Context: an optimization exercise on an open-source flow, tuned for small area, a short achievable clock period and few clock cycles. The choices shown serve that exercise and are no tape-out recipe.
The RTL was checked by simulation tests, not by an equivalence proof against the original design.
Power figures rest on the tool's default switching activity, not on a simulated workload.

<file path="design/flow/flow/abc_area.script">
strash
dch
map -a
topo
stime -c
buffer -c
upsize -c
dnsize -c
</file>
<file path="design/flow/standard.sh">
#!/bin/bash
# synth_recipe.tcl (not shown) runs the flow's synth.tcl, then flattens the netlist and writes it again
# the make line also repeats each setting of config.mk as NAME=value (left out here)
make -C /OpenROAD-flow-scripts/flow DESIGN_CONFIG=/design/flow/config.mk WORK_HOME=/design/flow/orfs CLKGATE_MAP_FILE= SYNTH_SCRIPT=/design/flow/synth_recipe.tcl "${@:-finish}"
</file>
<file path="design/flow/constraint.sdc">
create_clock -name core_clock -period 12.0 [get_ports {clk}]
set_input_delay 2.4000 -clock core_clock [delete_from_list [all_inputs] [get_ports {clk}]]
set_output_delay 2.4000 -clock core_clock [all_outputs]
set_load 0.01 [all_outputs]
</file>
<file path="design/flow/design.v">
module proc (
   imem_addr, dmem_addr, dmem_wdata, dmem_we, halted,
   clk, rst, imem_data, dmem_rdata
   );
   input clk;
   input rst;
   input [15:0] imem_data;
   input [15:0] dmem_rdata;
   output [15:0] imem_addr;
   output [15:0] dmem_addr;
   output [15:0] dmem_wdata;
   output dmem_we;
   output halted;
   reg [15:0] ir;       
   reg [7:0]  sa, sb;   
   reg        spc;      
   reg        v;        
   reg        hf;       
   reg        sub;      
   reg        use_b;    
   reg [15:0] pcn;      
   reg [15:0] r0, r1, r2, r3, r4, r5, r6, r7;
   wire [4:0] op = ir[15:11];
   wire [2:0] rs = ir[10:8];
   wire [2:0] rt = ir[7:5];
   wire [2:0] rd = ir[4:2];
   wire is_halt  = (op == 5'b00000);
   wire is_link  = (op[4:1] == 4'b0011);                   
   wire is_br    = (op[4:2] == 3'b011);
   wire is_alui  = (op[4:2] == 3'b010);                    
   wire is_shi   = (op[4:2] == 3'b101);                    
   wire is_st    = (op == 5'b10000);
   wire is_ld    = (op == 5'b10001);
   wire is_slbi  = (op == 5'b10010);
   wire is_stu   = (op == 5'b10011);
   wire is_lbi   = (op == 5'b11000);
   wire is_btr   = (op == 5'b11001);
   wire is_shr   = (op == 5'b11010);
   wire is_arr   = (op == 5'b11011);
   wire is_set   = (op[4:2] == 3'b111);
   wire [15:0] a = ({16{spc}} & pcn) | ({16{sa[0]}} & r0) | ({16{sa[1]}} & r1) | ({16{sa[2]}} & r2) | ({16{sa[3]}} & r3)
                 | ({16{sa[4]}} & r4) | ({16{sa[5]}} & r5) | ({16{sa[6]}} & r6) | ({16{sa[7]}} & r7);
   wire [15:0] b = ({16{sb[0]}} & r0) | ({16{sb[1]}} & r1) | ({16{sb[2]}} & r2) | ({16{sb[3]}} & r3)
                 | ({16{sb[4]}} & r4) | ({16{sb[5]}} & r5) | ({16{sb[6]}} & r6) | ({16{sb[7]}} & r7);
   wire [15:0] sext5 = {{11{ir[4]}}, ir[4:0]};
   wire [15:0] sext8 = {{8{ir[7]}}, ir[7:0]};
   wire [15:0] imm = (op[4:2] == 3'b001) ? (op[0] ? {8'h00, ir[7:0]} : {{5{ir[10]}}, ir[10:0]})
                   : (op[4:2] == 3'b011) ? sext8 : sext5;
   wire [15:0] y = use_b ? b : imm;
   wire [15:0] x = a ^ {16{sub}};
   wire [15:0] p = x ^ y;
   wire [15:0] g = x & y;
   wire [15:0] g0 = {g[15:1], g[0] | (p[0] & sub)};
   wire [15:0] p0 = p;
   wire [15:0] g1, p1, g2, p2, g3, p3, g4, p4;
   genvar gi;
   generate for (gi = 0; gi < 16; gi = gi + 1) begin : g_pfx
      if (gi % 2 == 1) begin : l1a
         assign g1[gi] = g0[gi] | (p0[gi] & g0[gi - 1]);
         assign p1[gi] = p0[gi] & p0[gi - 1];
      end else begin : l1b
         assign g1[gi] = g0[gi]; assign p1[gi] = p0[gi];
      end
      if (gi % 4 >= 2) begin : l2a
         assign g2[gi] = g1[gi] | (p1[gi] & g1[gi - (gi % 4) + 1]);
         assign p2[gi] = p1[gi] & p1[gi - (gi % 4) + 1];
      end else begin : l2b
         assign g2[gi] = g1[gi]; assign p2[gi] = p1[gi];
      end
      if (gi % 8 >= 4) begin : l3a
         assign g3[gi] = g2[gi] | (p2[gi] & g2[gi - (gi % 8) + 3]);
         assign p3[gi] = p2[gi] & p2[gi - (gi % 8) + 3];
      end else begin : l3b
         assign g3[gi] = g2[gi]; assign p3[gi] = p2[gi];
      end
      if (gi >= 8) begin : l4a
         assign g4[gi] = g3[gi] | (p3[gi] & g3[7]);
         assign p4[gi] = p3[gi] & p3[7];
      end else begin : l4b
         assign g4[gi] = g3[gi]; assign p4[gi] = p3[gi];
      end
   end endgenerate
   wire [15:0] carry = {g4[14:0], sub};                    
   wire [15:0] sum = p ^ carry;
   wire cout = g4[15];
   wire eq  = &p;                                          
   wire ovf = (a[15] ^ b[15]) & (sum[15] ^ b[15]);         
   wire le  = ~(sum[15] ^ ovf);                            
   reg set_r;
   always @(*) begin
      case (op[1:0])
        2'b00: set_r = eq;
        2'b01: set_r = le & ~eq;
        2'b10: set_r = le;
        default: set_r = cout;
      endcase
   end
   wire [1:0] shop = is_shi ? op[1:0] : ir[1:0];          
   wire [3:0] amt  = is_shi ? ir[3:0] : b[3:0];
   wire left = ~shop[1];
   wire [3:0] ramt = left ? (4'd0 - amt) : amt;
   wire [15:0] s1 = ramt[0] ? {a[0], a[15:1]} : a;
   wire [15:0] s2 = ramt[1] ? {s1[1:0], s1[15:2]} : s1;
   wire [15:0] s3 = ramt[2] ? {s2[3:0], s2[15:4]} : s2;
   wire [15:0] s4 = ramt[3] ? {s3[7:0], s3[15:8]} : s3;
   wire [15:0] mask_r = 16'hFFFF >> amt;
   wire [15:0] mask_l = 16'hFFFF << amt;
   wire [15:0] mask = ~shop[0] ? 16'hFFFF : (left ? mask_l : mask_r);
   wire [15:0] shift_r = s4 & mask;
   wire [15:0] arev;
   generate for (gi = 0; gi < 16; gi = gi + 1) begin : g_rev
      assign arev[gi] = a[15 - gi];
   end endgenerate
   wire lxor = is_alui ? ~op[0] : ~ir[0];
   wire [15:0] logic_r = lxor ? p : (p & a);
   wire sel_sum = (is_alui & ~op[1]) | is_stu | (is_arr & ~ir[1]);
   wire sel_log = (is_alui & op[1]) | (is_arr & ir[1]);
   wire sel_sh  = is_shi | is_shr;
   wire [15:0] wdata = ({16{sel_sum}} & sum)
                     | ({16{sel_log}} & logic_r)
                     | ({16{sel_sh}}  & shift_r)
                     | {15'h0000, is_set & set_r}
                     | ({16{is_btr}}  & arev)
                     | ({16{is_slbi}} & {a[7:0], ir[7:0]})
                     | ({16{is_lbi}}  & sext8)
                     | ({16{is_ld}}   & dmem_rdata)
                     | ({16{is_link}} & pcn);
   wire act = v & ~hf;
   wire wen = act & (is_alui | is_shi | is_ld | is_slbi | is_stu | op[4:3] == 2'b11 | is_link);
   reg [2:0] wsel;
   always @(*) begin
      if (is_link) wsel = 3'd7;
      else if (is_alui | is_shi | is_ld) wsel = rt;
      else if (is_stu | is_slbi | is_lbi) wsel = rs;
      else wsel = rd;
   end
   wire [15:0] wd = rst ? 16'h0000 : wdata;
   wire [7:0] wdec = 8'b1 << wsel;
   wire [7:0] we = {8{rst}} | ({8{wen}} & wdec);
   always @(posedge clk) begin
      if (we[0]) r0 <= wd;
      if (we[1]) r1 <= wd;
      if (we[2]) r2 <= wd;
      if (we[3]) r3 <= wd;
      if (we[4]) r4 <= wd;
      if (we[5]) r5 <= wd;
      if (we[6]) r6 <= wd;
      if (we[7]) r7 <= wd;
   end
   assign dmem_addr  = sum;
   assign dmem_wdata = b;
   assign dmem_we    = act & (is_st | is_stu);
   wire bz = ~|b;
   reg bcond;
   always @(*) begin
      case (op[1:0])
        2'b00: bcond = bz;
        2'b01: bcond = ~bz;
        2'b10: bcond = b[15];
        default: bcond = ~b[15];
      endcase
   end
   wire take = v & ((op[4:2] == 3'b001) | (is_br & bcond));
   assign imem_addr = take ? sum : pcn;
   always @(posedge clk) begin
      if (rst) begin
         v   <= 1'b0;
         hf  <= 1'b0;
         pcn <= 16'h0000;
      end else begin
         v   <= 1'b1;
         hf  <= hf | (v & is_halt);
         pcn <= imem_addr + 16'd2;
      end
   end
   always @(posedge clk) begin
      ir <= imem_data;
      spc <= (imem_data[15:13] == 3'b011) | (imem_data[15:13] == 3'b001 && !imem_data[11]);
      sa <= ((imem_data[15:13] == 3'b011) | (imem_data[15:13] == 3'b001 && !imem_data[11])) ? 8'h00 : 8'b1 << imem_data[10:8];
      sb <= 8'b1 << ((imem_data[15:13] == 3'b011) ? imem_data[10:8] : imem_data[7:5]);
      sub <= (imem_data[15:11] == 5'b01001) | (imem_data[15:11] == 5'b11011 && imem_data[1:0] == 2'b01)
           | (imem_data[15:13] == 3'b111 && imem_data[12:11] != 2'b11);
      use_b <= imem_data[15] & imem_data[14];
   end
   assign halted = hf | (v & is_halt);
endmodule
</file>
<file path="design/flow/flow/run.sh">
#!/bin/bash
# The standard layout (the standard.sh: standard synthesis, ORFS floorplan to finish)
# with these changes:
#  - ABC maps the logic with flow/abc_area.script (ABC_AREA is 1) instead of ORFS's
#    abc_area.script; ORFS's scripts are copied into the work folder for that, nothing
#    else in them changes, and the registers are those of the standard synthesis;
#  - repair_timing aims at a larger setup slack (SETUP_SLACK_MARGIN) at the design's
#    unchanged clock period;
#  - every input and output port still gets its own buffer, a plain buf_2 instead of
#    the delay cell (clkdlybuf4s50_1) that buffer_ports picks by default;
#  - clock tree synthesis with clkbuf_8 and without dummy loads.
set -euo pipefail
rm -rf orfs_scripts
cp -r "$FLOW_HOME/scripts" orfs_scripts
cp flow/abc_area.script orfs_scripts/abc_area.script
bash standard.sh SCRIPTS_DIR="$PWD/orfs_scripts" SETUP_SLACK_MARGIN=5 \
  "BUFFER_PORTS_ARGS=-buffer_cell sky130_fd_sc_hd__buf_2" \
  "CTS_ARGS=-sink_clustering_enable -repair_clock_nets -dont_use_dummy_load -buf_list sky130_fd_sc_hd__clkbuf_8 -sink_clustering_size 20" \
  finish > flow_make.log 2>&1
</file>
<file path="design/flow/config.mk">
export PLATFORM = sky130hd
export DESIGN_NAME = proc
export DESIGN_NICKNAME = proc
export VERILOG_FILES = /design/flow/design.v
export SDC_FILE = /design/flow/constraint.sdc
export NUM_CORES = 4
export LEC_CHECK = 0
export ABC_AREA = 1
export CAP_MARGIN = 20
export CORE_MARGIN = 2
export CORE_UTILIZATION = 40
export PLACE_DENSITY = 0.6
export SLEW_MARGIN = 20
</file>
==> notes.md <==
Status = no timing/DRC/antenna violations
Area growth syn-to-layout = 11.4%
CTS tree = yes
Mapped Area = 10600 µm²
Leakage = 4.91 nW
Post-Layout Cell Count = 1652
Initial DRC count = 1372
Clock Latency Late Sink = 0.47 ns
GRT Resource Usage Total = 0.293
Bufs on Longest Clock Path = 2
DRC Markers = 0
Commonest non-fill, non-tap cell in the layout = nand2_1
Routed length on met1 = 17.1 mm
TritonCTS Buffers = 17
Startpoint Class = flip-flop
Tmin final = 6.82 ns
WL/cell = 24.9 µm
Skew final = 0.0339 ns
CP cell instances = a22oi_1 > nand2_1 > nor2_1 > o21ai_0 > ha_1 > a21oi_1 > a21boi_1 > o21ai_1 > inv_1 > o21ai_4 > a21o_1 > a21o_1 > a21oi_1 > xor2_2 > or2_2 > o21ai_0 > inv_1 > buf_2
Setup Viol. Count Final = 0
Gate Count Post-Synth = 1250
CP required = 9.60 ns
Crit-path max FO = 4
Fillers = 2532
Post-DRT Antenna Nets = 0
Worst-path clk slew = 0.11 ns
Max-cap violations = 0
Worst-margin pin slew = 1.06 ns
Max VDD drop = 0.0768 mV
Vias in the first global route = 9492
Hold WC Path Type = reg -> reg
Net count after synthesis = 1308
DR vias/cell = 6.13
Rows = 59
First-pass GRT wire length = 61.0 mm
Area occupied by multi-input gates = 5040 µm²
# placed instances = 1629
Max Used Layer = met4
Initial core utilization = 0.408
Slew Viols, Final = 0
FFs w/ async S/R, synth = 0
Post-synthesis sequential area ratio = 0.461
Pwr dens = 150 nW/µm²
Gr ovfl total = 0
CTS Sinks = 181
CORE AREA = 26100 µm²
DRT Pass-1 Iters = 6
RSZ-0062 raised after global routing = false
WL met2 = 17.2 mm
Post-synth top area share = 0.361
Slowest stage cell, crit path = edfxtp_1
Number of port buffers = 83
Ys flop type = edfxtp_1
Largest net degree at the start of global routing = 29
Hold Vio Cnt, Final = 0
Synth area leader = edfxtp_1
TNS Setup = 0 ns
CP endpoint kind = output port
Initial antenna violation count = 0
I/O pin total = 84
Chip width = 167 µm
CP Class = reg -> out
Die ar. = 27900 µm²
Antenna fix cells = 0
Fin nets = 1377
Most frequent cells in the layout = 213 x nand2_1, 153 x inv_1, 128 x edfxtp_1, 114 x a22oi_1, 88 x nor2_1
Synthesis Warnings = 1
Synth area leaders = edfxtp_1 36%, dfxtp_1 10%, a22oi_1 8.0%
Layout cells sized above 1 = 0.156
Metal3 WL = 4.72 mm
Die height = 167 µm
Gpl congestion = 1.02
Avg Inst Size Synth = 8.51 µm²
Htree depth = 4
Max incr delay on CP = 0.47 ns
Total number of vias = 10100
Sequential cell area = 4950 µm²
DP Wirelength = 30.5 mm
#FFs+latches synth = 181
Routed Wire Length = 41.2 mm
F_max = 147 MHz
Relative slew slack = 0.295
Unique masters post-synth = 59
Number of synthesized flops with an enable pin = 128
Worst EP arrival = 4.42 ns
Fin crit share = 0.568
Clk root buf = clkbuf_8
[area by class of cell]
| class | count | share of cell area |
|---|---|---|
| multi-input combinational | 847 | 0.425 |
| sequential | 181 | 0.418 |
| inverter | 167 | 0.0529 |
| timing repair buffer | 105 | 0.0490 |
| tap | 335 | 0.0354 |
| clock buffer | 17 | 0.0197 |
[cell families (layout without fill, tap and decap cells)]
kind of cell,count (synthesis),in the layout,share of synthesized area
compound gates,390,390,0.237
fa+ha+maj,24,24,0.0310
buf+inv,222,289,0.0811
flops,181,181,0.461
mux,1,1,0.000941
simple gates,404,404,0.166
xor+xnor,28,28,0.0231
[layer usage]
metal | track usage | vias up
met4 | 0.133 | 0
met2 | 0.425 | 681
met3 | 0.0706 | 120
met1 | 0.415 | 4770
li1 | - | 4561
met5 | 0 | -
[final timing paths]
check	start	end	slack, ns	depth (start not counted)
setup reg to reg	ir[13]	r1[6]	7.00	19
hold reg to reg	hf	hf	0.49	2
setup / recovery	r7[3]	imem_addr[15]	5.18	18
hold / removal	hf	hf	0.49	2
[critical path: cells and delay by family, from the launching register on]
kind	cells	cell delay, ns
DFF	1	0.47
AOI/OAI and AO/OA	10	1.81
adders and majority gates	1	0.38
xor gates and xnor gates	1	0.14
and+or+nand+nor	3	0.75
buffers and inverters	3	0.39
[synthesized netlist by cell type (8+ instances only)]
| master | instances |
|---|---|
| inv_2 | 13 |
| o21ai_1 | 10 |
| buf_2 | 9 |
| o211ai_1 | 15 |
| a221oi_1 | 15 |
| nor2_1 | 94 |
| edfxtp_1 | 128 |
| or2_2 | 8 |
| dfxtp_1 | 53 |
| nand2_1 | 213 |
| nand4_1 | 13 |
| inv_1 | 153 |
| a31oi_1 | 15 |
| clkbuf_1 | 42 |
| o21ai_0 | 99 |
| nor3_1 | 24 |
| xor2_1 | 24 |
| nand3_1 | 29 |
| a21oi_1 | 72 |
| ha_1 | 20 |
| a22oi_1 | 114 |
[timing repair]
item	in CTS	in global routing
gates resized for setup	32	22
hold buffers	0	0
setup endpoints to repair	9	6
endpoints found under the hold margin	0	0
pin swaps	0	4
setup buffers	0	6
[report_power, final]
part	switching, mW	leakage, nW	internal [mW]
registers	0.0661	1.77	0.746
logic	0.440	3.02	0.198
clock network	0.198	0.122	0.126
[registers in the layout, summed over array words and instances, names as in the netlist, 8 cells and up]
signal  flops
r0         16
sa          8
r5         16
r6         16
ir         16
r2         16
r7         16
r3         16
pcn        16
r1         16
sb          8
r4         16
[through the flow]
step	area, µm²	setup WS, ns	util	hold slack, ns	power, mW
5_1_grt	11800	4.98	0.455	0.523	1.86
3_5_place_dp	11400	4.80	0.438	0.484	1.42
6_report	11800	5.18	0.455	0.489	1.77
4_1_cts	11700	5.00	0.450	0.496	1.74
3_3_place_gp	11400	4.97	0.437	0.472	1.42
2_1_floorplan	10600	5.89	-	0.456	1.17
Testbench counts, summed over its fixed seeds: cycles 36,069.

## static timing again, ports no longer ideal
No port has a modelled driver above. Below, the same layout with a new extraction and two added sets of constraints. Step 1 (the two cells are an assumption about what drives the block):
set clk [get_ports {clk}]
set_driving_cell -lib_cell sky130_fd_sc_hd__clkbuf_16 $clk
set_driving_cell -lib_cell sky130_fd_sc_hd__buf_2 [delete_from_list [all_inputs] $clk]
Step 2, shift: input delay + t, output delay - t, t = (earliest + latest rising clock arrival at the registers) / 2. This alone moves slack from input paths to output paths. Three values: no drivers, after step 1, after step 2; two values: the first two.
t (ns): 0.503
setup slack, ns: 5.179 / 5.133 / 5.636
worst setup path after step 2: register to output
clock arrival spread, ns: 0.034 / 0.034
slew at the worst register clock pin (ns): 0.11 / 0.11
After both steps this run still meets setup and hold. The setup slack of this run moves by -0.046 ns with the drivers and by +0.457 ns with both steps.
